From an optimization exercise on the open Yosys and OpenROAD flow, aimed at small area, a short achievable clock period and few clock cycles; shortcuts taken in it are not production practice. The RTL was checked by simulation tests, not by an equivalence proof against the original design. Power and IR drop assume default switching activity.

==> flow/design.v <==
module cmn_Reg (
	clk,
	q,
	d
);
	parameter p_nbits = 1;
	input wire clk;
	output reg [p_nbits - 1:0] q;
	input wire [p_nbits - 1:0] d;
	always @(posedge clk) q <= d;
endmodule
module cmn_ResetReg (
	clk,
	reset,
	q,
	d
);
	parameter p_nbits = 1;
	parameter p_reset_value = 0;
	input wire clk;
	input wire reset;
	output reg [p_nbits - 1:0] q;
	input wire [p_nbits - 1:0] d;
	always @(posedge clk) q <= (reset ? p_reset_value : d);
endmodule
module cmn_EnReg (
	clk,
	reset,
	q,
	d,
	en
);
	parameter p_nbits = 1;
	input wire clk;
	input wire reset;
	output reg [p_nbits - 1:0] q;
	input wire [p_nbits - 1:0] d;
	input wire en;
	always @(posedge clk)
		if (en)
			q <= d;
endmodule
module cmn_EnResetReg (
	clk,
	reset,
	q,
	d,
	en
);
	parameter p_nbits = 1;
	parameter p_reset_value = 0;
	input wire clk;
	input wire reset;
	output reg [p_nbits - 1:0] q;
	input wire [p_nbits - 1:0] d;
	input wire en;
	always @(posedge clk)
		if (reset || en)
			q <= (reset ? p_reset_value : d);
endmodule
module cmn_Mux2 (
	in0,
	in1,
	sel,
	out
);
	parameter p_nbits = 1;
	input wire [p_nbits - 1:0] in0;
	input wire [p_nbits - 1:0] in1;
	input wire sel;
	output reg [p_nbits - 1:0] out;
	always @(*)
		case (sel)
			1'd0: out = in0;
			1'd1: out = in1;
			default: out = {p_nbits {1'bx}};
		endcase
endmodule
module cmn_Mux3 (
	in0,
	in1,
	in2,
	sel,
	out
);
	parameter p_nbits = 1;
	input wire [p_nbits - 1:0] in0;
	input wire [p_nbits - 1:0] in1;
	input wire [p_nbits - 1:0] in2;
	input wire [1:0] sel;
	output reg [p_nbits - 1:0] out;
	always @(*)
		case (sel)
			2'd0: out = in0;
			2'd1: out = in1;
			2'd2: out = in2;
			default: out = {p_nbits {1'bx}};
		endcase
endmodule
module cmn_Mux4 (
	in0,
	in1,
	in2,
	in3,
	sel,
	out
);
	parameter p_nbits = 1;
	input wire [p_nbits - 1:0] in0;
	input wire [p_nbits - 1:0] in1;
	input wire [p_nbits - 1:0] in2;
	input wire [p_nbits - 1:0] in3;
	input wire [1:0] sel;
	output reg [p_nbits - 1:0] out;
	always @(*)
		case (sel)
			2'd0: out = in0;
			2'd1: out = in1;
			2'd2: out = in2;
			2'd3: out = in3;
			default: out = {p_nbits {1'bx}};
		endcase
endmodule
module cmn_Mux5 (
	in0,
	in1,
	in2,
	in3,
	in4,
	sel,
	out
);
	parameter p_nbits = 1;
	input wire [p_nbits - 1:0] in0;
	input wire [p_nbits - 1:0] in1;
	input wire [p_nbits - 1:0] in2;
	input wire [p_nbits - 1:0] in3;
	input wire [p_nbits - 1:0] in4;
	input wire [2:0] sel;
	output reg [p_nbits - 1:0] out;
	always @(*)
		case (sel)
			3'd0: out = in0;
			3'd1: out = in1;
			3'd2: out = in2;
			3'd3: out = in3;
			3'd4: out = in4;
			default: out = {p_nbits {1'bx}};
		endcase
endmodule
module cmn_Mux6 (
	in0,
	in1,
	in2,
	in3,
	in4,
	in5,
	sel,
	out
);
	parameter p_nbits = 1;
	input wire [p_nbits - 1:0] in0;
	input wire [p_nbits - 1:0] in1;
	input wire [p_nbits - 1:0] in2;
	input wire [p_nbits - 1:0] in3;
	input wire [p_nbits - 1:0] in4;
	input wire [p_nbits - 1:0] in5;
	input wire [2:0] sel;
	output reg [p_nbits - 1:0] out;
	always @(*)
		case (sel)
			3'd0: out = in0;
			3'd1: out = in1;
			3'd2: out = in2;
			3'd3: out = in3;
			3'd4: out = in4;
			3'd5: out = in5;
			default: out = {p_nbits {1'bx}};
		endcase
endmodule
module cmn_Mux7 (
	in0,
	in1,
	in2,
	in3,
	in4,
	in5,
	in6,
	sel,
	out
);
	parameter p_nbits = 1;
	input wire [p_nbits - 1:0] in0;
	input wire [p_nbits - 1:0] in1;
	input wire [p_nbits - 1:0] in2;
	input wire [p_nbits - 1:0] in3;
	input wire [p_nbits - 1:0] in4;
	input wire [p_nbits - 1:0] in5;
	input wire [p_nbits - 1:0] in6;
	input wire [2:0] sel;
	output reg [p_nbits - 1:0] out;
	always @(*)
		case (sel)
			3'd0: out = in0;
			3'd1: out = in1;
			3'd2: out = in2;
			3'd3: out = in3;
			3'd4: out = in4;
			3'd5: out = in5;
			3'd6: out = in6;
			default: out = {p_nbits {1'bx}};
		endcase
endmodule
module cmn_Mux8 (
	in0,
	in1,
	in2,
	in3,
	in4,
	in5,
	in6,
	in7,
	sel,
	out
);
	parameter p_nbits = 1;
	input wire [p_nbits - 1:0] in0;
	input wire [p_nbits - 1:0] in1;
	input wire [p_nbits - 1:0] in2;
	input wire [p_nbits - 1:0] in3;
	input wire [p_nbits - 1:0] in4;
	input wire [p_nbits - 1:0] in5;
	input wire [p_nbits - 1:0] in6;
	input wire [p_nbits - 1:0] in7;
	input wire [2:0] sel;
	output reg [p_nbits - 1:0] out;
	always @(*)
		case (sel)
			3'd0: out = in0;
			3'd1: out = in1;
			3'd2: out = in2;
			3'd3: out = in3;
			3'd4: out = in4;
			3'd5: out = in5;
			3'd6: out = in6;
			3'd7: out = in7;
			default: out = {p_nbits {1'bx}};
		endcase
endmodule
module cmn_MuxN (
	in,
	sel,
	out
);
	parameter nbits = 1;
	parameter ninputs = 2;
	input wire [(ninputs * nbits) - 1:0] in;
	input wire [$clog2(ninputs) - 1:0] sel;
	output wire [nbits - 1:0] out;
	assign out = in[((ninputs - 1) - sel) * nbits+:nbits];
endmodule
module crossbarVRTL (
	recv_msg,
	recv_val,
	recv_rdy,
	send_msg,
	send_val,
	send_rdy,
	reset,
	clk,
	control,
	control_val,
	control_rdy
);
	parameter BIT_WIDTH = 32;
	parameter N_INPUTS = 2;
	parameter N_OUTPUTS = 2;
	parameter CONTROL_BIT_WIDTH = 42;
	input wire [(N_INPUTS * BIT_WIDTH) - 1:0] recv_msg;
	input wire [0:N_INPUTS - 1] recv_val;
	output reg [0:N_INPUTS - 1] recv_rdy;
	output reg [(N_OUTPUTS * BIT_WIDTH) - 1:0] send_msg;
	output reg [0:N_OUTPUTS - 1] send_val;
	input wire [0:N_OUTPUTS - 1] send_rdy;
	input wire reset;
	input wire clk;
	input wire [CONTROL_BIT_WIDTH - 1:0] control;
	input wire control_val;
	output wire control_rdy;
	reg [CONTROL_BIT_WIDTH - 1:0] stored_control;
	wire [$clog2(N_INPUTS) - 1:0] input_sel;
	wire [$clog2(N_OUTPUTS) - 1:0] output_sel;
	always @(posedge clk)
		if (reset)
			stored_control <= 0;
		else if (control_val)
			stored_control <= control;
	assign control_rdy = 1;
	assign input_sel = stored_control[1];
	assign output_sel = stored_control[0];
	always @(*) begin
		send_msg = 0;
		send_val = 0;
		recv_rdy = 0;
		send_msg[((N_OUTPUTS - 1) - output_sel) * BIT_WIDTH+:BIT_WIDTH] = recv_msg[((N_INPUTS - 1) - input_sel) * BIT_WIDTH+:BIT_WIDTH];
		send_val[output_sel] = recv_val[input_sel];
		recv_rdy[input_sel] = send_rdy[output_sel];
	end
endmodule
`default_nettype none
module Adder (
	input wire clk,
	input wire reset,
	output wire i_stream_rdy,
	input wire i_stream_val,
	input wire o_stream_rdy,
	output wire o_stream_val,
	output wire [31:0] o_stream_data,
	input wire [31:0] i_stream_data
);
	reg c_i_stream_rdy;
	reg c_o_stream_val;
	assign i_stream_rdy = c_i_stream_rdy;
	assign o_stream_val = c_o_stream_val;
	reg [31:0] reg_out;
	wire reg_en;
	assign reg_en = i_stream_val && c_i_stream_rdy;
	always @(posedge clk) begin
		if (reset) reg_out <= 32'b00000000000000000000000000000000;
		else if (reg_en) reg_out <= i_stream_data;
	end
	assign o_stream_data = reg_out + 1;
	localparam INPUT_READY = 1'b0;
	localparam OUTPUT_READY = 1'b1;
	reg state;
	reg next_state;
	always @(posedge clk) begin
		if (reset) state <= INPUT_READY;
		else state <= next_state;
	end
	always @(*) begin
		next_state = state;
		case (state)
			INPUT_READY: if (i_stream_val) next_state = OUTPUT_READY;
			OUTPUT_READY: if (o_stream_rdy) next_state = INPUT_READY;
		endcase
	end
	always @(*) begin
		if (state == INPUT_READY) begin
				c_i_stream_rdy = 1'b1;
				c_o_stream_val = 1'b0;
		end
		else if (state == OUTPUT_READY) begin
				c_i_stream_rdy = 1'b0;
				c_o_stream_val = 1'b1;
		end
		else begin
				c_i_stream_rdy = 1'b0;
				c_o_stream_val = 1'b0;
		end
	end
endmodule
`default_nettype wire
module fadd_p4 (
	clk,
	inp,
	out
);
	input wire clk;
	input wire [31:0] inp;
	output wire [31:0] out;
	reg [31:0] p0_inp;
	always @(posedge clk) p0_inp <= inp;
	wire [7:0] p1_inp_bexp__3_comb;
	wire [22:0] p1_inp_fraction__2_comb;
	wire [5:0] p1_add_1779_comb;
	wire [7:0] p1_y_bexp__2_comb;
	wire [27:0] p1_wide_x_comb;
	wire [7:0] p1_greater_exp_bexp_comb;
	wire [27:0] p1_wide_x__1_comb;
	wire [7:0] p1_sub_1789_comb;
	wire [27:0] p1_wide_y__1_comb;
	wire [7:0] p1_sub_1791_comb;
	wire [27:0] p1_dropped_x_comb;
	wire [27:0] p1_dropped_y_comb;
	wire [7:0] p1_shift_x_comb;
	wire p1_sticky_x_comb;
	wire [27:0] p1_wide_y__3_comb;
	wire [7:0] p1_shift_y_comb;
	wire p1_sticky_y_comb;
	wire p1_inp_sign__2_comb;
	wire [27:0] p1_shifted_x_comb;
	wire [27:0] p1_shifted_y_comb;
	wire p1_greater_exp_sign_comb;
	wire [27:0] p1_addend_x_comb;
	wire [27:0] p1_addend_y_comb;
	wire [7:0] p1_max_exp_comb;
	wire [27:0] p1_addend_x__1_comb;
	wire [27:0] p1_addend_y__1_comb;
	wire p1_nand_1821_comb;
	wire p1_eq_1823_comb;
	wire p1_eq_1824_comb;
	wire p1_ne_1825_comb;
	assign p1_inp_bexp__3_comb = p0_inp[30:23];
	assign p1_inp_fraction__2_comb = p0_inp[22:0];
	assign p1_add_1779_comb = p1_inp_bexp__3_comb[7:2] + 6'h07;
	assign p1_y_bexp__2_comb = 8'h7f;
	assign p1_wide_x_comb = {{2'h0, p1_inp_fraction__2_comb} | 25'h0800000, 3'h0};
	assign p1_greater_exp_bexp_comb = (~(p1_inp_bexp__3_comb[7] | ((((((p1_inp_bexp__3_comb[0] & p1_inp_bexp__3_comb[1]) & p1_inp_bexp__3_comb[2]) & p1_inp_bexp__3_comb[3]) & p1_inp_bexp__3_comb[4]) & p1_inp_bexp__3_comb[5]) & p1_inp_bexp__3_comb[6])) ? p1_y_bexp__2_comb : p1_inp_bexp__3_comb);
	assign p1_wide_x__1_comb = p1_wide_x_comb & {28 {p1_inp_bexp__3_comb != 8'h00}};
	assign p1_sub_1789_comb = {p1_add_1779_comb, p1_inp_bexp__3_comb[1:0]} - p1_greater_exp_bexp_comb;
	assign p1_wide_y__1_comb = 28'h4000000;
	assign p1_sub_1791_comb = 8'h9b - p1_greater_exp_bexp_comb;
	assign p1_dropped_x_comb = (p1_sub_1789_comb >= 8'h1c ? 28'h0000000 : p1_wide_x__1_comb << p1_sub_1789_comb);
	assign p1_dropped_y_comb = (p1_sub_1791_comb >= 8'h1c ? 28'h0000000 : p1_wide_y__1_comb << p1_sub_1791_comb);
	assign p1_shift_x_comb = p1_greater_exp_bexp_comb - p1_inp_bexp__3_comb;
	assign p1_sticky_x_comb = p1_dropped_x_comb[27:3] != 25'h0000000;
	assign p1_wide_y__3_comb = 28'h4000000;
	assign p1_shift_y_comb = p1_greater_exp_bexp_comb + 8'h81;
	assign p1_sticky_y_comb = p1_dropped_y_comb[27:26] != 2'h0;
	assign p1_inp_sign__2_comb = p0_inp[31:31];
	assign p1_shifted_x_comb = (p1_shift_x_comb >= 8'h1c ? 28'h0000000 : p1_wide_x__1_comb >> p1_shift_x_comb);
	assign p1_shifted_y_comb = (p1_shift_y_comb >= 8'h1c ? 28'h0000000 : p1_wide_y__3_comb >> p1_shift_y_comb);
	assign p1_greater_exp_sign_comb = p1_inp_bexp__3_comb[7] & p1_inp_sign__2_comb;
	assign p1_addend_x_comb = p1_shifted_x_comb | {27'h0000000, p1_sticky_x_comb};
	assign p1_addend_y_comb = p1_shifted_y_comb | {27'h0000000, p1_sticky_y_comb};
	assign p1_max_exp_comb = 8'hff;
	assign p1_addend_x__1_comb = (p1_inp_sign__2_comb ^ p1_greater_exp_sign_comb ? -p1_addend_x_comb : p1_addend_x_comb);
	assign p1_addend_y__1_comb = (p1_greater_exp_sign_comb ? -p1_addend_y_comb : p1_addend_y_comb);
	assign p1_nand_1821_comb = ~(p1_inp_bexp__3_comb[7] & p1_inp_sign__2_comb);
	assign p1_eq_1823_comb = p1_inp_bexp__3_comb == p1_max_exp_comb;
	assign p1_eq_1824_comb = p1_inp_fraction__2_comb == 23'h000000;
	assign p1_ne_1825_comb = p1_inp_fraction__2_comb != 23'h000000;
	reg [7:0] p1_greater_exp_bexp;
	reg p1_inp_sign__2;
	reg p1_greater_exp_sign;
	reg [27:0] p1_addend_x__1;
	reg [27:0] p1_addend_y__1;
	reg p1_nand_1821;
	reg p1_eq_1823;
	reg p1_eq_1824;
	reg p1_ne_1825;
	always @(posedge clk) begin
		p1_greater_exp_bexp <= p1_greater_exp_bexp_comb;
		p1_inp_sign__2 <= p1_inp_sign__2_comb;
		p1_greater_exp_sign <= p1_greater_exp_sign_comb;
		p1_addend_x__1 <= p1_addend_x__1_comb;
		p1_addend_y__1 <= p1_addend_y__1_comb;
		p1_nand_1821 <= p1_nand_1821_comb;
		p1_eq_1823 <= p1_eq_1823_comb;
		p1_eq_1824 <= p1_eq_1824_comb;
		p1_ne_1825 <= p1_ne_1825_comb;
	end
	wire [28:0] p2_fraction_comb;
	wire [27:0] p2_abs_fraction_comb;
	wire [27:0] p2_reverse_1854_comb;
	wire [28:0] p2_one_hot_1855_comb;
	wire [4:0] p2_encode_1856_comb;
	wire p2_fraction_is_zero_comb;
	wire p2_cancel_comb;
	wire p2_carry_bit_comb;
	wire [27:0] p2_leading_zeroes_comb;
	wire p2_is_operand_inf_comb;
	wire p2_result_sign_comb;
	wire p2_and_1872_comb;
	wire p2_and_1871_comb;
	wire p2_and_1870_comb;
	wire [26:0] p2_carry_fraction_comb;
	wire [26:0] p2_bit_slice_1875_comb;
	wire [27:0] p2_add_1876_comb;
	wire p2_result_sign__1_comb;
	wire [2:0] p2_concat_1877_comb;
	wire [26:0] p2_carry_fraction__1_comb;
	wire [26:0] p2_cancel_fraction_comb;
	wire p2_ne_1881_comb;
	wire p2_nand_1887_comb;
	wire p2_is_result_nan_comb;
	wire p2_result_sign__2_comb;
	assign p2_fraction_comb = {{p1_addend_x__1[27]}, p1_addend_x__1} + {{p1_addend_y__1[27]}, p1_addend_y__1};
	assign p2_abs_fraction_comb = (p2_fraction_comb[28] ? -p2_fraction_comb[27:0] : p2_fraction_comb[27:0]);
	assign p2_reverse_1854_comb = {p2_abs_fraction_comb[0], p2_abs_fraction_comb[1], p2_abs_fraction_comb[2], p2_abs_fraction_comb[3], p2_abs_fraction_comb[4], p2_abs_fraction_comb[5], p2_abs_fraction_comb[6], p2_abs_fraction_comb[7], p2_abs_fraction_comb[8], p2_abs_fraction_comb[9], p2_abs_fraction_comb[10], p2_abs_fraction_comb[11], p2_abs_fraction_comb[12], p2_abs_fraction_comb[13], p2_abs_fraction_comb[14], p2_abs_fraction_comb[15], p2_abs_fraction_comb[16], p2_abs_fraction_comb[17], p2_abs_fraction_comb[18], p2_abs_fraction_comb[19], p2_abs_fraction_comb[20], p2_abs_fraction_comb[21], p2_abs_fraction_comb[22], p2_abs_fraction_comb[23], p2_abs_fraction_comb[24], p2_abs_fraction_comb[25], p2_abs_fraction_comb[26], p2_abs_fraction_comb[27]};
	assign p2_one_hot_1855_comb = {p2_reverse_1854_comb[27:0] == 28'h0000000, p2_reverse_1854_comb[27] && (p2_reverse_1854_comb[26:0] == 27'h0000000), p2_reverse_1854_comb[26] && (p2_reverse_1854_comb[25:0] == 26'h0000000), p2_reverse_1854_comb[25] && (p2_reverse_1854_comb[24:0] == 25'h0000000), p2_reverse_1854_comb[24] && (p2_reverse_1854_comb[23:0] == 24'h000000), p2_reverse_1854_comb[23] && (p2_reverse_1854_comb[22:0] == 23'h000000), p2_reverse_1854_comb[22] && (p2_reverse_1854_comb[21:0] == 22'h000000), p2_reverse_1854_comb[21] && (p2_reverse_1854_comb[20:0] == 21'h000000), p2_reverse_1854_comb[20] && (p2_reverse_1854_comb[19:0] == 20'h00000), p2_reverse_1854_comb[19] && (p2_reverse_1854_comb[18:0] == 19'h00000), p2_reverse_1854_comb[18] && (p2_reverse_1854_comb[17:0] == 18'h00000), p2_reverse_1854_comb[17] && (p2_reverse_1854_comb[16:0] == 17'h00000), p2_reverse_1854_comb[16] && (p2_reverse_1854_comb[15:0] == 16'h0000), p2_reverse_1854_comb[15] && (p2_reverse_1854_comb[14:0] == 15'h0000), p2_reverse_1854_comb[14] && (p2_reverse_1854_comb[13:0] == 14'h0000), p2_reverse_1854_comb[13] && (p2_reverse_1854_comb[12:0] == 13'h0000), p2_reverse_1854_comb[12] && (p2_reverse_1854_comb[11:0] == 12'h000), p2_reverse_1854_comb[11] && (p2_reverse_1854_comb[10:0] == 11'h000), p2_reverse_1854_comb[10] && (p2_reverse_1854_comb[9:0] == 10'h000), p2_reverse_1854_comb[9] && (p2_reverse_1854_comb[8:0] == 9'h000), p2_reverse_1854_comb[8] && (p2_reverse_1854_comb[7:0] == 8'h00), p2_reverse_1854_comb[7] && (p2_reverse_1854_comb[6:0] == 7'h00), p2_reverse_1854_comb[6] && (p2_reverse_1854_comb[5:0] == 6'h00), p2_reverse_1854_comb[5] && (p2_reverse_1854_comb[4:0] == 5'h00), p2_reverse_1854_comb[4] && (p2_reverse_1854_comb[3:0] == 4'h0), p2_reverse_1854_comb[3] && (p2_reverse_1854_comb[2:0] == 3'h0), p2_reverse_1854_comb[2] && (p2_reverse_1854_comb[1:0] == 2'h0), p2_reverse_1854_comb[1] && !p2_reverse_1854_comb[0], p2_reverse_1854_comb[0]};
	assign p2_encode_1856_comb = {(((((((((((p2_one_hot_1855_comb[16] | p2_one_hot_1855_comb[17]) | p2_one_hot_1855_comb[18]) | p2_one_hot_1855_comb[19]) | p2_one_hot_1855_comb[20]) | p2_one_hot_1855_comb[21]) | p2_one_hot_1855_comb[22]) | p2_one_hot_1855_comb[23]) | p2_one_hot_1855_comb[24]) | p2_one_hot_1855_comb[25]) | p2_one_hot_1855_comb[26]) | p2_one_hot_1855_comb[27]) | p2_one_hot_1855_comb[28], (((((((((((p2_one_hot_1855_comb[8] | p2_one_hot_1855_comb[9]) | p2_one_hot_1855_comb[10]) | p2_one_hot_1855_comb[11]) | p2_one_hot_1855_comb[12]) | p2_one_hot_1855_comb[13]) | p2_one_hot_1855_comb[14]) | p2_one_hot_1855_comb[15]) | p2_one_hot_1855_comb[24]) | p2_one_hot_1855_comb[25]) | p2_one_hot_1855_comb[26]) | p2_one_hot_1855_comb[27]) | p2_one_hot_1855_comb[28], (((((((((((p2_one_hot_1855_comb[4] | p2_one_hot_1855_comb[5]) | p2_one_hot_1855_comb[6]) | p2_one_hot_1855_comb[7]) | p2_one_hot_1855_comb[12]) | p2_one_hot_1855_comb[13]) | p2_one_hot_1855_comb[14]) | p2_one_hot_1855_comb[15]) | p2_one_hot_1855_comb[20]) | p2_one_hot_1855_comb[21]) | p2_one_hot_1855_comb[22]) | p2_one_hot_1855_comb[23]) | p2_one_hot_1855_comb[28], ((((((((((((p2_one_hot_1855_comb[2] | p2_one_hot_1855_comb[3]) | p2_one_hot_1855_comb[6]) | p2_one_hot_1855_comb[7]) | p2_one_hot_1855_comb[10]) | p2_one_hot_1855_comb[11]) | p2_one_hot_1855_comb[14]) | p2_one_hot_1855_comb[15]) | p2_one_hot_1855_comb[18]) | p2_one_hot_1855_comb[19]) | p2_one_hot_1855_comb[22]) | p2_one_hot_1855_comb[23]) | p2_one_hot_1855_comb[26]) | p2_one_hot_1855_comb[27], ((((((((((((p2_one_hot_1855_comb[1] | p2_one_hot_1855_comb[3]) | p2_one_hot_1855_comb[5]) | p2_one_hot_1855_comb[7]) | p2_one_hot_1855_comb[9]) | p2_one_hot_1855_comb[11]) | p2_one_hot_1855_comb[13]) | p2_one_hot_1855_comb[15]) | p2_one_hot_1855_comb[17]) | p2_one_hot_1855_comb[19]) | p2_one_hot_1855_comb[21]) | p2_one_hot_1855_comb[23]) | p2_one_hot_1855_comb[25]) | p2_one_hot_1855_comb[27]};
	assign p2_fraction_is_zero_comb = p2_fraction_comb == 29'h00000000;
	assign p2_cancel_comb = ((p2_encode_1856_comb[1] | p2_encode_1856_comb[2]) | p2_encode_1856_comb[3]) | p2_encode_1856_comb[4];
	assign p2_carry_bit_comb = p2_abs_fraction_comb[27];
	assign p2_leading_zeroes_comb = {23'h000000, p2_encode_1856_comb};
	assign p2_is_operand_inf_comb = p1_eq_1823 & p1_eq_1824;
	assign p2_result_sign_comb = (p2_fraction_comb[28] & p1_nand_1821) | (~(p2_fraction_comb[28] | p2_fraction_is_zero_comb) & p1_greater_exp_sign);
	assign p2_and_1872_comb = p2_carry_bit_comb & ~p2_cancel_comb;
	assign p2_and_1871_comb = ~p2_carry_bit_comb & p2_cancel_comb;
	assign p2_and_1870_comb = ~p2_carry_bit_comb & ~p2_cancel_comb;
	assign p2_carry_fraction_comb = p2_abs_fraction_comb[27:1];
	assign p2_bit_slice_1875_comb = p2_abs_fraction_comb[26:0];
	assign p2_add_1876_comb = p2_leading_zeroes_comb + 28'hfffffff;
	assign p2_result_sign__1_comb = (p2_is_operand_inf_comb ? p1_inp_sign__2 : p2_result_sign_comb);
	assign p2_concat_1877_comb = {p2_and_1870_comb, p2_and_1871_comb, p2_and_1872_comb};
	assign p2_carry_fraction__1_comb = p2_carry_fraction_comb | {26'h0000000, p2_abs_fraction_comb[0]};
	assign p2_cancel_fraction_comb = (p2_add_1876_comb >= 28'h000001b ? 27'h0000000 : p2_bit_slice_1875_comb << p2_add_1876_comb);
	assign p2_ne_1881_comb = p2_fraction_comb != 29'h00000000;
	assign p2_nand_1887_comb = ~(p1_eq_1823 & p1_eq_1824);
	assign p2_is_result_nan_comb = p1_eq_1823 & p1_ne_1825;
	assign p2_result_sign__2_comb = ~(p1_eq_1823 & p1_ne_1825) & p2_result_sign__1_comb;
	reg [7:0] p2_greater_exp_bexp;
	reg [4:0] p2_encode_1856;
	reg [26:0] p2_bit_slice_1875;
	reg [2:0] p2_concat_1877;
	reg [26:0] p2_carry_fraction__1;
	reg [26:0] p2_cancel_fraction;
	reg p2_ne_1881;
	reg p2_nand_1887;
	reg p2_is_operand_inf;
	reg p2_is_result_nan;
	reg p2_result_sign__2;
	always @(posedge clk) begin
		p2_greater_exp_bexp <= p1_greater_exp_bexp;
		p2_encode_1856 <= p2_encode_1856_comb;
		p2_bit_slice_1875 <= p2_bit_slice_1875_comb;
		p2_concat_1877 <= p2_concat_1877_comb;
		p2_carry_fraction__1 <= p2_carry_fraction__1_comb;
		p2_cancel_fraction <= p2_cancel_fraction_comb;
		p2_ne_1881 <= p2_ne_1881_comb;
		p2_nand_1887 <= p2_nand_1887_comb;
		p2_is_operand_inf <= p2_is_operand_inf_comb;
		p2_is_result_nan <= p2_is_result_nan_comb;
		p2_result_sign__2 <= p2_result_sign__2_comb;
	end
	wire [26:0] p3_shifted_fraction_comb;
	wire [2:0] p3_normal_chunk_comb;
	wire [1:0] p3_half_way_chunk_comb;
	wire [24:0] p3_add_1930_comb;
	wire p3_do_round_up_comb;
	wire [27:0] p3_rounded_fraction_comb;
	wire p3_rounding_carry_comb;
	wire [8:0] p3_add_1941_comb;
	wire [9:0] p3_add_1945_comb;
	wire [2:0] p3_add_1953_comb;
	wire [9:0] p3_wide_exponent_comb;
	wire [27:0] p3_shrl_1954_comb;
	wire [9:0] p3_wide_exponent__1_comb;
	wire [22:0] p3_result_fraction_comb;
	assign p3_shifted_fraction_comb = ((p2_carry_fraction__1 & {27 {p2_concat_1877[0]}}) | (p2_cancel_fraction & {27 {p2_concat_1877[1]}})) | (p2_bit_slice_1875 & {27 {p2_concat_1877[2]}});
	assign p3_normal_chunk_comb = p3_shifted_fraction_comb[2:0];
	assign p3_half_way_chunk_comb = p3_shifted_fraction_comb[3:2];
	assign p3_add_1930_comb = {1'h0, p3_shifted_fraction_comb[26:3]} + 25'h0000001;
	assign p3_do_round_up_comb = (p3_normal_chunk_comb > 3'h4) | (p3_half_way_chunk_comb == 2'h3);
	assign p3_rounded_fraction_comb = (p3_do_round_up_comb ? {p3_add_1930_comb, p3_normal_chunk_comb} : {1'h0, p3_shifted_fraction_comb});
	assign p3_rounding_carry_comb = p3_rounded_fraction_comb[27];
	assign p3_add_1941_comb = {1'h0, p2_greater_exp_bexp} + {8'h00, p3_rounding_carry_comb};
	assign p3_add_1945_comb = {1'h0, p3_add_1941_comb} + 10'h001;
	assign p3_add_1953_comb = {2'h0, p3_rounding_carry_comb} + 3'h3;
	assign p3_wide_exponent_comb = p3_add_1945_comb - {5'h00, p2_encode_1856};
	assign p3_shrl_1954_comb = p3_rounded_fraction_comb >> p3_add_1953_comb;
	assign p3_wide_exponent__1_comb = p3_wide_exponent_comb & {10 {p2_ne_1881}};
	assign p3_result_fraction_comb = p3_shrl_1954_comb[22:0];
	reg [9:0] p3_wide_exponent__1;
	reg p3_nand_1887;
	reg p3_is_operand_inf;
	reg p3_is_result_nan;
	reg [22:0] p3_result_fraction;
	reg p3_result_sign__2;
	always @(posedge clk) begin
		p3_wide_exponent__1 <= p3_wide_exponent__1_comb;
		p3_nand_1887 <= p2_nand_1887;
		p3_is_operand_inf <= p2_is_operand_inf;
		p3_is_result_nan <= p2_is_result_nan;
		p3_result_fraction <= p3_result_fraction_comb;
		p3_result_sign__2 <= p2_result_sign__2;
	end
	wire [8:0] p4_wide_exponent__2_comb;
	wire p4_nor_1985_comb;
	wire [7:0] p4_max_exp__2_comb;
	wire [22:0] p4_result_fraction__3_comb;
	wire [22:0] p4_fraction_high_bit_comb;
	wire [7:0] p4_result_exponent__2_comb;
	wire [22:0] p4_result_fraction__4_comb;
	wire [31:0] p4_tuple_1998_comb;
	assign p4_wide_exponent__2_comb = p3_wide_exponent__1[8:0] & {9 {~p3_wide_exponent__1[9]}};
	assign p4_nor_1985_comb = ~(p4_wide_exponent__2_comb[8] | (((((((p4_wide_exponent__2_comb[0] & p4_wide_exponent__2_comb[1]) & p4_wide_exponent__2_comb[2]) & p4_wide_exponent__2_comb[3]) & p4_wide_exponent__2_comb[4]) & p4_wide_exponent__2_comb[5]) & p4_wide_exponent__2_comb[6]) & p4_wide_exponent__2_comb[7]));
	assign p4_max_exp__2_comb = 8'hff;
	assign p4_result_fraction__3_comb = ((p3_result_fraction & {23 {~(~((((((((p4_wide_exponent__2_comb[1] | p4_wide_exponent__2_comb[2]) | p4_wide_exponent__2_comb[3]) | p4_wide_exponent__2_comb[4]) | p4_wide_exponent__2_comb[5]) | p4_wide_exponent__2_comb[6]) | p4_wide_exponent__2_comb[7]) | p4_wide_exponent__2_comb[8]) | p4_wide_exponent__2_comb[0]))}}) & {23 {p4_nor_1985_comb}}) & {23 {p3_nand_1887}};
	assign p4_fraction_high_bit_comb = 23'h400000;
	assign p4_result_exponent__2_comb = ((p3_is_result_nan | p3_is_operand_inf) | ~p4_nor_1985_comb ? p4_max_exp__2_comb : p4_wide_exponent__2_comb[7:0]);
	assign p4_result_fraction__4_comb = (p3_is_result_nan ? p4_fraction_high_bit_comb : p4_result_fraction__3_comb);
	assign p4_tuple_1998_comb = {p3_result_sign__2, p4_result_exponent__2_comb, p4_result_fraction__4_comb};
	reg [31:0] p4_tuple_1998;
	always @(posedge clk) p4_tuple_1998 <= p4_tuple_1998_comb;
	assign out = p4_tuple_1998;
endmodule
module XLS_Wrapper (
	clk,
	reset,
	op0,
	out,
	istream_val,
	istream_rdy,
	ostream_val,
	ostream_rdy
);
	input wire clk;
	input wire reset;
	input wire [31:0] op0;
	output wire [31:0] out;
	input wire istream_val;
	output reg istream_rdy;
	output reg ostream_val;
	input wire ostream_rdy;
	reg [2:0] counter;
	wire input_reg_en;
	assign input_reg_en = istream_val && istream_rdy;
	wire [31:0] i_stream_data_reg;
	cmn_EnReg #(32) input_reg(
		.clk(clk),
		.reset(reset),
		.q(i_stream_data_reg),
		.d(op0),
		.en(input_reg_en)
	);
	localparam IDLE = 2'd0;
	localparam CALC = 2'd1;
	localparam DONE = 2'd2;
	reg [1:0] state;
	reg [1:0] next_state;
	always @(posedge clk)
		if (reset)
			state <= IDLE;
		else
			state <= next_state;
	always @(posedge clk)
		if (reset)
			counter <= 3'd0;
		else if (counter == 3'd4)
			counter <= 3'd0;
		else if (state == CALC)
			counter <= counter + 3'd1;
	always @(*) begin
		next_state = state;
		case (state)
			IDLE: if (istream_val) next_state = CALC;
			CALC:
				if (counter == 3'd4)
					next_state = DONE;
			DONE:
				if (ostream_rdy)
					next_state = IDLE;
			default: next_state = state;
		endcase
	end
	always @(*)
		case (state)
			IDLE: begin
				istream_rdy = 1'b1;
				ostream_val = 1'b0;
			end
			CALC: begin
				istream_rdy = 1'b0;
				ostream_val = 1'b0;
			end
			DONE: begin
				istream_rdy = 1'b0;
				ostream_val = 1'b1;
			end
			default: begin
				istream_rdy = 1'b0;
				ostream_val = 1'b0;
			end
		endcase
	fadd_p4 xls(
		.clk(clk),
		.inp(i_stream_data_reg),
		.out(out)
	);
endmodule
module Wishbone (
	clk,
	reset,
	wbs_stb_i,
	wbs_cyc_i,
	wbs_we_i,
	wbs_sel_i,
	wbs_dat_i,
	wbs_adr_i,
	wbs_ack_o,
	wbs_dat_o,
	i_stream_rdy,
	i_stream_val,
	o_stream_rdy,
	o_stream_val,
	o_stream_data,
	i_stream_data,
	xbar_config,
	xbar_val
);
	parameter n_modules = 2;
	input wire clk;
	input wire reset;
	input wire wbs_stb_i;
	input wire wbs_cyc_i;
	input wire wbs_we_i;
	input wire [3:0] wbs_sel_i;
	input wire [31:0] wbs_dat_i;
	input wire [31:0] wbs_adr_i;
	output reg wbs_ack_o;
	output wire [31:0] wbs_dat_o;
	input wire i_stream_rdy;
	output reg i_stream_val;
	output reg o_stream_rdy;
	input wire o_stream_val;
	input wire [31:0] o_stream_data;
	output wire [31:0] i_stream_data;
	output wire [$clog2(n_modules) - 1:0] xbar_config;
	output reg xbar_val;
	localparam [31:0] BASE_ADDRESS = 32'h30000000;
	localparam [31:0] ERROR_ADDRESS = 32'h30000004;
	localparam [31:0] FFT_ADDRESS = 805306376;
	localparam [31:0] UPPER_BOUND_ADDRESS = BASE_ADDRESS + ((n_modules << 2) + 8);
	wire [31:0] loopback_reg;
	reg loopback_reg_en;
	cmn_EnResetReg #(
		32,
		0
	) loopback_enset_reg(
		.clk(clk),
		.reset(reset),
		.q(loopback_reg),
		.d(wbs_dat_i),
		.en(loopback_reg_en)
	);
	wire [31:0] error_reg;
	reg [31:0] next_error_reg;
	reg error_reg_en;
	cmn_EnResetReg #(
		32,
		0
	) error_enset_reg(
		.clk(clk),
		.reset(reset),
		.q(error_reg),
		.d(next_error_reg),
		.en(error_reg_en)
	);
	wire [31:0] wbs_dat_i_reg;
	reg wbs_dat_i_en;
	cmn_EnResetReg #(
		32,
		0
	) wbs_dat_i_reset_reg (
		.clk(clk),
		.reset(reset),
		.q(wbs_dat_i_reg),
		.d(wbs_dat_i),
		.en(wbs_dat_i_en)
	);
	assign i_stream_data = wbs_dat_i_reg;
	reg [1:0] wbs_dat_o_sel;
	cmn_Mux3 #(.p_nbits(32)) wbs_dat_o_mux(
		.in0(loopback_reg),
		.in1(o_stream_data),
		.in2(error_reg),
		.sel(wbs_dat_o_sel),
		.out(wbs_dat_o)
	);
	assign xbar_config = (wbs_adr_i >> 2) - 4'd12;
	reg is_write_module;
	reg is_write_module_error;
	reg is_read_module;
	reg is_read_module_error;
	reg is_read_busy_module;
	reg is_write_loop;
	reg is_read_loop;
	reg is_read_error;
	reg is_config_read_module;
	reg is_config_write_module;
	always @(*) begin
		is_write_loop = ((wbs_stb_i && wbs_cyc_i) && wbs_we_i) && (wbs_adr_i == BASE_ADDRESS);
		is_read_loop = ((wbs_stb_i && wbs_cyc_i) && !wbs_we_i) && (wbs_adr_i == BASE_ADDRESS);
		is_read_error = ((wbs_stb_i && wbs_cyc_i) && !wbs_we_i) && (wbs_adr_i == ERROR_ADDRESS);
		is_config_write_module = (((wbs_stb_i && wbs_cyc_i) && wbs_we_i)) && (((wbs_adr_i <= UPPER_BOUND_ADDRESS) && (wbs_adr_i > ERROR_ADDRESS)) && (wbs_adr_i[1:0] == 2'b00));
		is_config_read_module = (((wbs_stb_i && wbs_cyc_i) && !wbs_we_i)) && (((wbs_adr_i <= UPPER_BOUND_ADDRESS) && (wbs_adr_i > ERROR_ADDRESS)) && (wbs_adr_i[1:0] == 2'b00));
		is_write_module = i_stream_rdy;
		is_write_module_error = !i_stream_rdy;
		is_read_module = o_stream_val;
		is_read_module_error = !o_stream_val && i_stream_rdy;
		is_read_busy_module = !o_stream_val && !i_stream_rdy;
	end
	localparam IDLE = 2'd0;
	localparam BUSY = 2'd1;
	localparam READ_CONFIG = 2'd2;
	localparam WRITE_CONFIG = 2'd3;
	reg [1:0] state;
	reg [1:0] next_state;
	always @(posedge clk)
		if (reset)
			state <= IDLE;
		else
			state <= next_state;
	always @(*) begin
		next_state = state;
		case (state)
			IDLE:
				if (is_config_read_module)
					next_state = READ_CONFIG;
				else if (is_config_write_module)
					next_state = WRITE_CONFIG;
				else
					next_state = IDLE;
			READ_CONFIG:
				if (is_read_busy_module)
					next_state = BUSY;
				else next_state = IDLE;
			WRITE_CONFIG:
				next_state = IDLE;
			BUSY:
				if (o_stream_val)
					next_state = IDLE;
		endcase
	end
	localparam [1:0] loop_sel = 2'd0;
	localparam [1:0] data_sel = 2'd1;
	localparam [1:0] error_sel = 2'd2;
	localparam [1:0] x_sel = 2'bxx;
	task cs;
		input reg cs_i_stream_val;
		input reg cs_o_stream_rdy;
		input reg cs_loopback_reg_en;
		input reg cs_error_reg_en;
		input reg [31:0] cs_next_error_reg;
		input reg cs_wbs_ack_o;
		input reg [1:0] cs_wbs_dat_o_sel;
		input reg cs_xbar_val;
		input reg cs_wbs_dat_i_en;
		begin
			i_stream_val = cs_i_stream_val;
			o_stream_rdy = cs_o_stream_rdy;
			loopback_reg_en = cs_loopback_reg_en;
			error_reg_en = cs_error_reg_en;
			next_error_reg = cs_next_error_reg;
			wbs_ack_o = cs_wbs_ack_o;
			wbs_dat_o_sel = cs_wbs_dat_o_sel;
			xbar_val = cs_xbar_val;
			wbs_dat_i_en = cs_wbs_dat_i_en;
		end
	endtask
	always @(*) begin
		cs(0, 0, 0, 0, 0, 0, 0, 0, 0);
		case (state)
			IDLE:
				if (is_read_loop)
					cs(0, 0, 0, 1, 0, 1, loop_sel, 0, 0);
				else if (is_write_loop)
					cs(0, 0, 1, 1, 0, 1, x_sel, 0, 0);
				else if (is_read_error)
					cs(0, 0, 0, 0, 0, 1, error_sel, 0, 0);
				else if (is_config_read_module || is_config_write_module)
					cs(0, 0, 0, 0, 0, 0, 0, 1, 1);
			READ_CONFIG:
				if (is_read_module)
					cs(0, 1, 0, 1, 0, 1, data_sel, 0, 0);
				else if (is_read_busy_module)
					cs(0, 0, 0, 1, 0, 0, x_sel, 0, 0);
				else if (is_read_module_error)
					cs(0, 0, 0, 1, 1, 1, x_sel, 0, 0);
			WRITE_CONFIG:
				if (is_write_module)
					cs(1, 0, 0, 1, 0, 1, x_sel, 0, 0);
				else if (is_write_module_error)
					cs(0, 0, 0, 1, 1, 1, x_sel, 0, 0);
			BUSY:
				if (o_stream_val)
					cs(0, 1, 0, 1, 0, 1, data_sel, 0, 0);
				else
					cs(0, 1, 0, 0, 0, 0, x_sel, 0, 0);
			default:
				cs(0, 0, 0, 0, 0, 0, 0, 0, 0);
		endcase
	end
endmodule
`default_nettype none
module Demo_Wrapper (
	input wire wb_clk_i,
	input wire wb_rst_i,
	input wire wbs_stb_i,
	input wire wbs_cyc_i,
	input wire wbs_we_i,
	input wire [3:0] wbs_sel_i,
	input wire [31:0] wbs_dat_i,
	input wire [31:0] wbs_adr_i,
    input wire switch_crossbar_control,
    input wire switch_crossbar_control_en,
	output wire wbs_ack_o,
	output wire [31:0] wbs_dat_o,
    input wire [7:0] gpio_input,
    input wire [7:0] gpio_input_en,
    output wire [7:0] gpio_output,
    output wire [7:0] gpio_output_en,
    input wire gpio_istream_val,
    input wire gpio_istream_val_en,
    output wire gpio_istream_rdy,
    output wire gpio_istream_rdy_en,
    output wire gpio_ostream_val,
    output wire gpio_ostream_val_en,
    input wire gpio_ostream_rdy,
    input wire gpio_ostream_rdy_en,
    input wire gpio_xbar_config,
    input wire gpio_xbar_config_en,
    input wire gpio_xbar_val,
    input wire gpio_xbar_val_en
);
    wire [1:0] c_i_stream_rdy;
    wire [63:0] c_o_stream_data;
    wire [1:0] c_o_stream_val;
    wire [1:0] c_i_stream_val;
    wire [63:0] c_i_stream_data;
    wire [1:0] c_o_stream_rdy;
    Wishbone 
    #(
        .n_modules(2)
    ) 
    wb (
        .clk  (wb_clk_i),
        .reset(wb_rst_i),
        .wbs_stb_i(wbs_stb_i),
        .wbs_cyc_i(wbs_cyc_i),
        .wbs_we_i (wbs_we_i),
        .wbs_sel_i(wbs_sel_i),
        .wbs_dat_i(wbs_dat_i),
        .wbs_adr_i(wbs_adr_i),
        .wbs_ack_o(wbs_ack_o),
        .wbs_dat_o(wbs_dat_o),
        .i_stream_val (module_input_xbar_recv_val[0]),
        .i_stream_data(module_input_xbar_recv_msg[31:0]),
        .o_stream_rdy (module_output_xbar_send_rdy[0]),
        .i_stream_rdy (module_input_xbar_recv_rdy[0]),
        .o_stream_val (module_output_xbar_send_val[0]),
        .o_stream_data(module_output_xbar_send_msg[31:0])
        ,
        .xbar_config(wb_xbar_interface_ctrl),
        .xbar_val(wb_crossbar_control_val)
    );
    wire [(2 * 32) - 1:0] module_input_xbar_recv_msg;
	wire [1:0] module_input_xbar_recv_val;
	wire [1:0] module_input_xbar_recv_rdy;
    wire [(2 * 32) - 1:0] module_output_xbar_send_msg;
	wire [1:0] module_output_xbar_send_val;
	wire [1:0] module_output_xbar_send_rdy;
    assign module_input_xbar_recv_val[1] = gpio_istream_val;
    assign module_input_xbar_recv_msg[63:32] = {24'b0, gpio_input};
    assign module_output_xbar_send_rdy[1] = gpio_ostream_rdy;
    assign gpio_istream_rdy = module_input_xbar_recv_rdy[1];
    assign gpio_ostream_val = module_output_xbar_send_val[1];
    assign gpio_output = module_output_xbar_send_msg[39:32];
    assign gpio_output_en = 8'b0;
    assign gpio_istream_rdy_en = 1'b0;
    assign gpio_ostream_val_en = 1'b0;
    wire wb_crossbar_control_val;
    wire crossbar_control_rdy;
    wire wb_xbar_interface_ctrl;
    wire interface_crossbar_control;
    wire crossbar_control_val;
    cmn_Mux2 #(
        1
    ) xbar_interface_mux (
        .in0(gpio_xbar_config),
        .in1(wb_xbar_interface_ctrl),
        .out(interface_crossbar_control),
        .sel(switch_crossbar_control)
    );
    cmn_Mux2 #(
        1
    ) xbar_val_mux (
        .in0(gpio_xbar_val),
        .in1(wb_crossbar_control_val),
        .out(crossbar_control_val),
        .sel(switch_crossbar_control)
    );
    crossbarVRTL#(
        .BIT_WIDTH(32),
		.N_INPUTS(2),
		.N_OUTPUTS(2),
		.CONTROL_BIT_WIDTH(2)
    ) module_input(
        .clk(wb_clk_i),
		.reset(wb_rst_i),
		.recv_msg(module_input_xbar_recv_msg),
		.recv_val(module_input_xbar_recv_val),
		.recv_rdy(module_input_xbar_recv_rdy),
		.send_msg(c_i_stream_data),
		.send_val(c_i_stream_val),
		.send_rdy(c_i_stream_rdy),
		.control({switch_crossbar_control, interface_crossbar_control}),
		.control_val(crossbar_control_val),
		.control_rdy(crossbar_control_rdy)
    );
    Adder adder1 (
        .clk  (wb_clk_i),
        .reset(wb_rst_i),
        .i_stream_val (c_i_stream_val[0]),
        .i_stream_data(c_i_stream_data[31:0]),
        .o_stream_rdy (c_o_stream_rdy[0]),
        .i_stream_rdy (c_i_stream_rdy[0]),
        .o_stream_val (c_o_stream_val[0]),
        .o_stream_data(c_o_stream_data[31:0])
    );
    XLS_Wrapper fadd_0 (
        .clk(wb_clk_i),
        .reset(wb_rst_i),
        .op0(c_i_stream_data[63:32]),
        .out(c_o_stream_data[63:32]),
        .istream_val(c_i_stream_val[1]),
        .istream_rdy(c_i_stream_rdy[1]),
        .ostream_val(c_o_stream_val[1]),
        .ostream_rdy(c_o_stream_rdy[1])
    );
        crossbarVRTL #(
        .BIT_WIDTH(32),
		.N_INPUTS(2),
		.N_OUTPUTS(2),
		.CONTROL_BIT_WIDTH(2)
    ) module_output (
        .clk(wb_clk_i),
		.reset(wb_rst_i),
		.recv_msg(c_o_stream_data),
		.recv_val(c_o_stream_val),
		.recv_rdy(c_o_stream_rdy),
		.send_msg(module_output_xbar_send_msg),
		.send_val(module_output_xbar_send_val),
		.send_rdy(module_output_xbar_send_rdy),
		.control({interface_crossbar_control, switch_crossbar_control}),
		.control_val(crossbar_control_val),
		.control_rdy(crossbar_control_rdy)
    );
endmodule
`default_nettype wire
==> flow/run.sh <==
#!/bin/bash
# synth_recipe.tcl (not shown) runs the flow's synth.tcl, then flattens the netlist and writes it again
# the make line also repeats each setting of config.mk as NAME=value (left out here)
make -C /OpenROAD-flow-scripts/flow DESIGN_CONFIG=/design/flow/config.mk WORK_HOME=/design/flow/orfs CLKGATE_MAP_FILE= SYNTH_SCRIPT=/design/flow/synth_recipe.tcl finish
==> flow/config.mk <==
export PLATFORM = sky130hd
export DESIGN_NAME = Demo_Wrapper
export DESIGN_NICKNAME = Demo_Wrapper
export VERILOG_FILES = /design/flow/design.v
export SDC_FILE = /design/flow/constraint.sdc
export NUM_CORES = 4
export LEC_CHECK = 0
export CAP_MARGIN = 20
export CORE_MARGIN = 2
export CORE_UTILIZATION = 40
export SLEW_MARGIN = 20
==> flow/constraint.sdc <==
create_clock -name core_clock -period 10.0 [get_ports {wb_clk_i}]
set_input_delay 2.0000 -clock core_clock [delete_from_list [all_inputs] [get_ports {wb_clk_i}]]
set_output_delay 2.0000 -clock core_clock [all_outputs]
set_load 0.01 [all_outputs]
==> reports/metrics.yaml <==
worst_hold_path_type: "reg2reg"
grt_setup_unrepaired: "false"
clk_transition_reported_paths_ns: 0.05
initial_utilization: 0.4060
timing.max_cap.violations: 0
end_kind: "flop"
detailedRoute.firstPassIterationCount: 7
synth_area_sq_um: 22980
crit_fanout: 34
timing.setup.critical_path_class: "reg2reg"
cts-buffers-inserted: 43
synth_edf_count: 97
power.ir.vdd_worst_mv: 0.2959
ys_async_sr_fraction: 0
fin_tns_setup_ns: 0
grt_pass1_vias: 19470
area_added_between_synthesis_and_finish_pct: 13.63
postCtsResizedCells: 0
clk_path_buf_depth: 3
crit_required_ns: 10.45
net_count_reported_at_finish: 2864
grt_util_all_layers: 0.2320
fraction_of_post_synthesis_cell_area_in_the_top_cell_type_by_area: 0.2526
post-cts-setup-buffers: 0
tritoncts_clock_tree: "built"
ys.warnings.count: 9
timing.critical_path.from_type: "flop"
synthesis.area_per_instance_sq_um: 8.666
synth_top_cells_by_count: "nand2_1, dfxtp_1, nor2_1"
critPathArrivalTime_ns: 8.25
syn_inst: 2652
global_route_wire_length_before_repair_mm: 110.6
ioPinCount: 152
synth.ff_latch_count: 387
synth_cell_types: 105
port_buffers: 124
floorplan.die.width_microns: 243.7
cts_htree_levels: 2
die_h_microns: 243.7
placedCellCount: 3402
finalCritPeriodShare: 0.7796
globalRouteOverflowTotal: 0
synth_top_flop_cell: "dfxtp_1"
initialDrtViolationCount: 1916
achievable-frequency_ghz: 0.1283
tightest_slew_ns: 1.107
antenna_cells: 0
avgViaCountPerCell: 5.828
postCtsHoldBufs: 0
period_needed_ns: 7.796
most_repeated_cell_in_the_gate_level_netlist_after_synthesis: "nand2_1"
clock_latency_on_the_worst_skew_pair_ns: 0.58
wirelength_mm: 70.55
powerDensity_nw_per_um2: 319.1
pin_count_of_the_biggest_net_entering_global_routing: 79
setup_viol: 0
outcome: "timing/DRC/antenna clean"
drive_above_1_share: 0.07169
finish.cell_count_without_fillers: 3476
hpwl_mm: 52.09
report.final.hold_viol_count: 0
drt.antenna.violating_nets: 0
ys_top_cells_by_area: "dfxtp_1, edfxtp_1, nand2_1"
routed_wire_length_per_instance_microns: 20.30
place_congestion: 0.9226
synth-seq-area-share: 0.3793
core-area_sq_um: 56600
final.setup_skew_ns: 0.01976
max_slew_margin: 0.2564
antenna_found_initial: 2
via_count: 20260
leakage_nw: 9.896
clock_tree.root_cell: "clkbuf_16"
numClockSinks: 387
fp.dieArea_sq_um: 59390
post-route-drc-count: 0
finalMaxSlewViolations: 0
post-synth-top-area-cell: "dfxtp_1"
fp-row-count: 87
-- cell families after synthesis --
logic type | after synthesis | share of synthesized area
buffers and inverters | 244 | 0.04350
AND/OR/NAND/NOR | 1013 | 0.2148
AO/OA/AOI/OAI | 679 | 0.2030
XOR/XNOR | 152 | 0.05907
multiplexers | 101 | 0.05879
adder cells (fa/ha/maj) | 74 | 0.04127
other | 2 | 0.0003268
flip-flops | 387 | 0.3793
-- worst max-delay path, cell delays in order (launching register included) --
cell	delay (ns)
dfxtp_1	0.30
ha_1	0.25
fa_1	0.42
xnor2_1	0.56
a21boi_1	0.56
and4b_1	0.44
nand3_2	0.20
nor3_1	0.82
a21o_1	0.24
xor2_1	0.59
a31o_2	0.24
nor4_4	0.06
o41ai_4	0.36
buf_4	0.48
ha_1	0.37
xor2_2	0.72
mux4_2	0.60
nand2_1	0.08
o221ai_1	0.12
a22o_1	0.26
-- routing by layer --
| layer | up-vias | global-route usage | routed length (microns) |
|---|---|---|---|
| met1 | 9722 | 0.3197 | 31640 |
| met4 | 2 | 0.06133 | 1553 |
| met2 | 768 | 0.3768 | 32580 |
| li1 | 9676 | - | - |
| met5 | - | 0 | 13 |
| met3 | 90 | 0.03756 | 4770 |
-- path summary, 6_finish.rpt --
| path | endpoint | cells past startpoint | slack [ns] | start |
|---|---|---|---|---|
| hold reg to reg | fadd_0.xls.p2_greater_exp_bexp[3] | 0 | 0.33 | fadd_0.xls.p1_greater_exp_bexp[3] |
| setup reg to reg | fadd_0.xls.p2_cancel_fraction[25] | 19 | 2.20 | fadd_0.xls.p1_addend_x__1[0] |
| hold / removal | fadd_0.xls.p2_greater_exp_bexp[3] | 0 | 0.33 | fadd_0.xls.p1_greater_exp_bexp[3] |
| setup / recovery | fadd_0.xls.p2_cancel_fraction[25] | 19 | 2.20 | fadd_0.xls.p1_addend_x__1[0] |
-- registers in the layout (all words and copies together), names as in the netlist, 2 cells and up --
register and flops:
fadd_0.counter 3, fadd_0.input_reg.q 32, wb.loopback_enset_reg.q 32, fadd_0.xls.p3_result_fraction 23
fadd_0.xls.p3_wide_exponent__1 10, wb.state 2, fadd_0.state 2, fadd_0.xls.p2_encode_1856 5
fadd_0.xls.p1_greater_exp_bexp 8, fadd_0.xls.p2_carry_fraction__1 27, fadd_0.xls.p2_greater_exp_bexp 8, fadd_0.xls.p4_tuple_1998 32
fadd_0.xls.p2_concat_1877 3, fadd_0.xls.p0_inp 32, fadd_0.xls.p2_bit_slice_1875 2, wb.wbs_dat_i_reset_reg.q 32
adder1.reg_out 32, fadd_0.xls.p1_addend_x__1 28, fadd_0.xls.p2_cancel_fraction 27, fadd_0.xls.p1_addend_y__1 28
-- cell usage in the layout (no fill, tap or decap), drive strengths merged, types with 41 or more instances in the layout --
cell,n
ha,71
a21o,41
xnor2,89
clkbuf,59
edfxtp,97
nor2b,50
o21ai,162
a211oi,61
nor2,227
nand2,305
and2,80
inv,80
dfxtp,290
nand3,99
mux2i,54
nor3,67
a21oi,146
xor2,63
clkdlybuf4s50,123
-- power by group --
group          switching [mW]  leakage [nW]  internal (mW)
clock network           0.649         0.671          0.889
logic                    2.98          5.89           1.70
registers               0.175          3.33           1.94
total                    3.81          9.90           4.53
-- metrics by stage --
step | hold WS, ns | utilization | total power, mW | setup WS (ns) | cell area [sq um]
after floorplan | 0.3096 | - | 5.478 | 3.655 | 23020
after global placement | 0.3131 | 0.4371 | 6.724 | 2.478 | 24740
after detailed placement | 0.3128 | 0.4371 | 6.713 | 2.450 | 24740
after CTS | 0.3272 | 0.4612 | 8.286 | 2.380 | 26110
after global routing | 0.3324 | 0.4614 | 8.829 | 1.716 | 26120
final | 0.3277 | 0.4614 | 8.334 | 2.204 | 26120
-- area by class of cell --
class                           instances  area [sq um]
Fill cell                            5533         30490
Multi-Input combinational cell       2030         13360
Sequential cell                       387          8720
Timing Repair Buffer                  150          1431
Clock buffer                           59          1227
Tap cell                              756         945.9
Inverter                               79         296.5
Clock inverter                         15         137.6
Testbench counts, summed over its fixed seeds: cycles 11,158.

-- re-timing with driven ports --
The flow's constraints put no driver on any port. The routed layout listed below was extracted and timed again, unchanged, in two steps.
Step 1, drivers: a clkbuf_16 drives wb_clk_i and a buf_2 each remaining input, both assumed.
Step 2 adds t to the input delays and takes it off the output delays; t is the mean of the earliest and latest rising clock arrival at the registers after step 1. Input paths then give back, and output paths get back, about the clock's delay inside the block.
Three values: ideal, step 1, step 2; two values: the first two.
t (ns): 0.628
setup WS [ns]: 2.204 / 2.204 / 2.204
hold slack, ns: 0.328 / 0.328 / 0.328
After both steps this run still meets setup and hold. The setup slack of this run moves by 0.000 ns with the drivers and by 0.000 ns with both steps.
